This design comes from an exercise in tuning for small area on the open sky130 flow, not from production work. The RTL was checked by simulation tests, not by an equivalence proof against the original design.

==> flow/design.v, too long to show whole: its modules and the start of the top module <==
// module mulNbit: 822 lines
// module ainv: 5 lines
// module bencn: 6 lines
// module bseln: 5 lines
// module fa: 6 lines
module mulNbit(a, b, clk, cin, rst, sum, cout);
  // ...
==> flow/flow/run.sh <==
#!/bin/bash
# The standard layout (standard.sh) with two changes:
#  - after the standard synthesis, every combinational cell is set to the
#    smallest drive strength of its family (flow/downsize.py); the resizer
#    in placement, CTS and routing upsizes what timing needs;
#  - the port buffers are the smallest buffer cell.
set -euo pipefail
ARGS=(BUFFER_PORTS_ARGS="-buffer_cell sky130_fd_sc_hd__buf_1")
R=orfs/results/sky130hd/mulNbit/base
bash standard.sh "${ARGS[@]}" synth > synth.log 2>&1
cp $R/1_2_yosys.v 1_2_yosys.standard.v
python3 flow/downsize.py "$FLOW_HOME/platforms/sky130hd/lib/sky130_fd_sc_hd__tt_025C_1v80.lib" $R/1_2_yosys.v > downsize.log 2>&1
rm -f $R/1_synth.odb $R/1_synth.sdc
bash standard.sh "${ARGS[@]}" finish > standard.log 2>&1
==> flow/flow/downsize.py <==
#!/usr/bin/env python3
"""Set every combinational cell of the synthesized netlist to the smallest
drive strength of its family (same function, same pins); the placement and
routing steps' resizer then upsizes whatever timing needs.
usage: downsize.py LIB NETLIST  (rewrites NETLIST in place)"""
import re
import sys
import collections

lib = open(sys.argv[1]).read()
cells = {}
for m in re.finditer(r'\n\s*cell\s*\(\s*"?(\w+)"?\s*\)\s*\{', lib):
    name = m.group(1)
    start = m.end()
    nxt = lib.find('\n    cell (', start)
    body = lib[start:nxt if nxt > 0 else len(lib)]
    am = re.search(r'area\s*:\s*([\d.]+)', body)
    pins = tuple(sorted(re.findall(r'pin\s*\(\s*"?(\w+)"?\s*\)', body)))
    ff = 'ff (' in body or 'ff(' in body or 'latch' in body
    cells[name] = (float(am.group(1)) if am else 0.0, pins, ff)
fam = collections.defaultdict(list)
for name, (area, pins, ff) in cells.items():
    m = re.match(r'(sky130_fd_sc_hd__\w+?)_(\d+)$', name)
    if m:
        fam[(m.group(1), pins)].append((area, int(m.group(2)), name))
best = {}
for (base, pins), lst in fam.items():
    lst.sort()
    for area, n, name in lst:
        best[name] = lst[0][2]
net = open(sys.argv[2]).read()
count = collections.Counter()


def rep(m):
    name = m.group(1)
    if name not in cells or cells[name][2]:
        return m.group(0)
    if name.startswith(('sky130_fd_sc_hd__clkbuf', 'sky130_fd_sc_hd__conb')):
        return m.group(0)
    b = best.get(name, name)
    if cells[b][0] >= cells[name][0]:
        b = name
    if b != name:
        count[(name, b)] += 1
    return m.group(0).replace(name, b, 1)


net = re.sub(r'^\s*(sky130_fd_sc_hd__\w+)\s', rep, net, flags=re.M)
open(sys.argv[2], 'w').write(net)
for (a, b), n in sorted(count.items()):
    print('%4d %s -> %s' % (n, a, b))
==> flow/standard.sh <==
#!/bin/bash
# synth_recipe.tcl (not shown) runs the flow's synth.tcl, then flattens the netlist and writes it again
# the make line also repeats each setting of config.mk as NAME=value (left out here)
make -C /OpenROAD-flow-scripts/flow DESIGN_CONFIG=/design/flow/config.mk WORK_HOME=/design/flow/orfs CLKGATE_MAP_FILE= SYNTH_SCRIPT=/design/flow/synth_recipe.tcl "${@:-finish}"
==> flow/config.mk <==
export PLATFORM = sky130hd
export DESIGN_NAME = mulNbit
export DESIGN_NICKNAME = mulNbit
export VERILOG_FILES = /design/flow/design.v
export SDC_FILE = /design/flow/constraint.sdc
export NUM_CORES = 4
export LEC_CHECK = 0
export CAP_MARGIN = 20
export CORE_MARGIN = 2
export CORE_UTILIZATION = 60
export CTS_BUF_LIST = sky130_fd_sc_hd__clkbuf_4 sky130_fd_sc_hd__clkbuf_8
export GPL_TIMING_DRIVEN = 0
export SLEW_MARGIN = 20
export SYNTH_HIERARCHICAL = 1
export SYNTH_MINIMUM_KEEP_SIZE = 0
==> flow/constraint.sdc <==
create_clock -name core_clock -period 8.5 [get_ports {clk}]
set_input_delay 1.7000 -clock core_clock [delete_from_list [all_inputs] [get_ports {clk}]]
set_output_delay 1.7000 -clock core_clock [all_outputs]
set_load 0.01 [all_outputs]
==> qor.csv, run 1 <==
metric;value;unit
status;no timing/DRC/antenna violations;
Stages on worst setup path;18;
Slew Limit Fails;0;
critical hold path startpoint;rst;
routed wl met3;3383;um
final wirelength;35980;um
met2 Track Usage GR;58.79;%
Hold Path Class;input port to flip-flop;
Syn. warnings;7;
chip width;141.1;um
first-pass GRT wire length;56790;um
Reg clk slew, reported paths;70;ps
CTS tree;yes;
Crit Path Category;input port to flip-flop;
CP Capture Point;sum[30]$_SDFF_PN0_;
final net count;1541;
commonest non-fill, non-tap cell in the layout;xor2_1;
final setup fails;0;
Layout fillers;1540;
vias per inst;6.703;
Multi-In Gates;1004;
DRC viols;0;
slowest CP cell;a21oi_2;
post-route cell area;0.01266;mm2
Multi-input gate area;0.01062;mm2
# rows;50;
WL/cell;24.76;um
sequential fraction of total cell area;5.220;%
cts hold-fix bufs;0;
gr ovfl total;0;
Die Height;141.1;um
Inserted Diodes;0;
Crit. End Element;flip-flop;
Setup Buffers After CTS;0;
htree depth;2;
clk sinks;33;
CTS Buffer Depth;2;
post-CTS resize count;7;
==> run 2, diff against run 1 <==
--- a/flow/config.mk
+++ b/flow/config.mk
@@ -5,11 +5,11 @@
 export SDC_FILE = /design/flow/constraint.sdc
 export NUM_CORES = 4
 export LEC_CHECK = 0
-export CAP_MARGIN = 20
+export CAP_MARGIN = 10
 export CORE_MARGIN = 2
 export CORE_UTILIZATION = 60
 export CTS_BUF_LIST = sky130_fd_sc_hd__clkbuf_4 sky130_fd_sc_hd__clkbuf_8
 export GPL_TIMING_DRIVEN = 0
-export SLEW_MARGIN = 20
+export SLEW_MARGIN = 10
 export SYNTH_HIERARCHICAL = 1
 export SYNTH_MINIMUM_KEEP_SIZE = 0
==> run 2 against run 1 <==
Net effect:
- sequential cell count unchanged
- cell area fell by 0.19%
- final cell count barely moved
- first-iteration DRC count is 0.97% higher
- worst hold slack better by 3.1 ps
- critical endpoint is now sum[31]$_SDFF_PN0_
==> qor.csv, run 2 <==
metric;value;unit;change
Crit path largest cell delay;970;ps;was 680 ps
gr ovfl total;0;;unchanged
fmax;0.1202;GHz;was 0.1206 GHz
Critical Path AT;8530;ps;was 8500 ps
clk sinks;33;;unchanged
number of buffers created by CTS;5;;unchanged
synthesized area per cell;10.39;um2;unchanged
Largest regs;sum x32, cout x1;;unchanged
PortBufs;98;;unchanged
CTS Buffer Depth;2;;unchanged
vias per inst;6.746;;was 6.703
Worst EP required;8710;ps;about the same
CP max FO;30;;was 20
CTS tree;yes;;unchanged
# rows;50;;unchanged
Die Height;141.1;um;unchanged
die area;0.01992;mm2;unchanged
CTS Root Cell;clkbuf_8;;unchanged
Worst path top cell family by delay;adder cells;;unchanged
fin crit share;97.87;%;was 97.56%
most frequent CP cell;fa_1;;unchanged
Reg clk slew, reported paths;80;ps;was 70 ps
Antenna Nets Post-Route;0;;unchanged
Hold Path Class;input port to flip-flop;;unchanged
unrepaired setup endpoints after global routing;no;;unchanged
most frequent cells in the layout;xor2_1 (282), o22ai_1 (271), fa_1 (240), buf_1 (87), inv_1 (39);;was xor2_1 (282), o22ai_1 (271), fa_1 (240), buf_1 (87), inv_1 (36)
Worst slew margin;14.45;%;was 23.39%
initial DRC count;1252;;was 1240
Crit. End Element;flip-flop;;unchanged
storage element area;660.6;um2;unchanged
final setup fails;0;;unchanged
status;no timing/DRC/antenna violations;;unchanged
minimum clock period;8319;ps;was 8292 ps
Worst setup SP type;input port;;unchanged
CP bufs+invs;2;;was 1
chip width;141.1;um;unchanged
Layout fillers;1545;;was 1540
core box area;0.01858;mm2;unchanged
Slew Limit Fails;0;;unchanged
Setup TNS Final;0;ps;unchanged
first-pass GRT wire length;56810;um;was 56790 um
max FFs per register;32;;unchanged
post-route cell area;0.01263;mm2;was 0.01266 mm2
final wirelength;36100;um;was 35980 um
critical-path cell list;buf_1 -> clkinv_1 -> o22ai_1 -> xor2_1 -> fa_1 -> fa_1 -> fa_1 -> fa_1 -> fa_1 -> fa_1 -> ha_1 -> nand2_1 -> nor2_1 -> o21bai_1 -> a41oi_2 -> a21oi_1 -> nor2b_1 -> fa_1 -> xor2_1 -> and2_1;;was buf_2 -> and3b_1 -> a21oi_2 -> o22ai_1 -> xor2_1 -> fa_1 -> fa_1 -> fa_1 -> fa_1 -> fa_1 -> fa_1 -> fa_1 -> o21ai_0 -> a41oi_2 -> a21oi_1 -> nor2b_1 -> fa_1 -> and2_1
gp weighted congestion;0.8804;;unchanged
Pre-antenna DRT Iters;5;;unchanged
cells after synthesis;1086;;unchanged
Fin. Hold Viols;0;;unchanged
slowest CP cell;clkinv_1;;was a21oi_2
Synth Cell Area;0.01128;mm2;unchanged
max-capacitance violation count;0;;unchanged
P&R area growth vs syn;11.95;%;was 12.16%
WL/cell;24.86;um;was 24.76 um
Post-DP HPWL;26060;um;was 26310 um
cts hold-fix bufs;0;;unchanged
Multi-input gate area;0.01063;mm2;was 0.01062 mm2
placed cells;1439;;was 1444
vias after detailed routing;9795;;was 9740
htree depth;2;;unchanged
largest net degree at the start of global routing;33;;unchanged
final net count;1538;;was 1541
Crit Path Category;input port to flip-flop;;unchanged
DRC viols;0;;unchanged
Setup Buffers After CTS;0;;unchanged
Starting Density;60.73;%;unchanged
share of post-route cells with drive strength above 1;5.921;%;was 6.399%
Core Util, Final;67.99;%;was 68.11%
vias in the first global route;9738;;was 9862
Tightest Pin Transition;1275;ps;was 1148 ps
commonest non-fill, non-tap cell in the layout;xor2_1;;unchanged
Non-Filler Instances;1452;;was 1453
Mapped Nets;1409;;unchanged
GRT Util Overall;37.32;%;was 37.29%
Placed Area;0.01242;mm2;was 0.01250 mm2
Syn. warnings;7;;unchanged
Biggest register;sum;;unchanged
antenna violations before repair;0;;was 1
Ports;100;;unchanged
==> run 2: final timing paths <==
check | cells after the start | from | slack (ps) | to
max | 20 | a[3] | 180 | sum[31]$_SDFF_PN0_
min | 2 | rst | 1830 | sum[12]$_SDFF_PN0_
==> run 2: repair_timing <==
item	CTS	global route
cloned	1	1
endpoints found under the setup margin	12	3
hold endpoints to repair	0	0
gates resized for setup	11	7
pin swaps	0	0
==> run 2: routing by layer <==
metal	vias to the layer above	routed length, um	track usage, %
met5	-	0	0
met4	0	1144	12.26
met3	94	3214	4.959
met2	618	16730	57.95
met1	4947	15010	54.75
li1	4136	-	-
==> run 2: per-stage QoR <==
stage / hold slack, ps / setup WS, ps
after floorplan: 1828 / 422.7
after global placement: 2061 / -3277
after detailed placement: 2074 / -1174
after CTS: 1782 / 119.7
after global routing: 1856 / 5.584
final: 1833 / 181.2
==> run 2: layout make-up <==
class                           count  share of cell area (%)
Antenna cell                        2                 0.03962
Tap cell                          234                   2.318
Clock inverter                      3                  0.1387
Multi-Input combinational cell   1005                   84.11
Timing Repair inverter              1                 0.03962
Inverter                           44                   1.367
Buffer                              5                  0.1585
Clock buffer                        5                  0.5448
Sequential cell                    33                   5.230
Timing Repair Buffer              120                   6.052

==> afterwards: timing with drivers on the ports <==
No port has a modelled driver above. Below, the same layouts with a new extraction and two added sets of constraints.
Step 1 (the two cells are an assumption about what drives the block):
set clk [get_ports {clk}]
set_driving_cell -lib_cell sky130_fd_sc_hd__clkbuf_16 $clk
set_driving_cell -lib_cell sky130_fd_sc_hd__buf_2 [delete_from_list [all_inputs] $clk]
Step 2 times the ports against the registers' clock, not the clock port: input delays grow and output delays shrink by t, the midpoint of the rising clock arrivals with the driver on.
Slacks: ideal ports / drivers / drivers and shift; pairs: ideal ports / drivers.
run | shift t [ns] | slack for setup (ns) | worst setup path after step 2 | slew at the worst register clock pin (ns) | pins driven straight from the clock port
run 1 | 0.362 | 0.208 / 0.229 / -0.133 | input to register | 0.10 / 0.10 | 1
run 2 | 0.362 | 0.181 / 0.188 / -0.174 | input to register | 0.11 / 0.11 | 1
With both steps, setup timing fails in run 1 and run 2, where it was met with ideal ports. The setup slack of run 2, which loses most, moves by +0.007 ns with the drivers and by -0.355 ns with both steps.
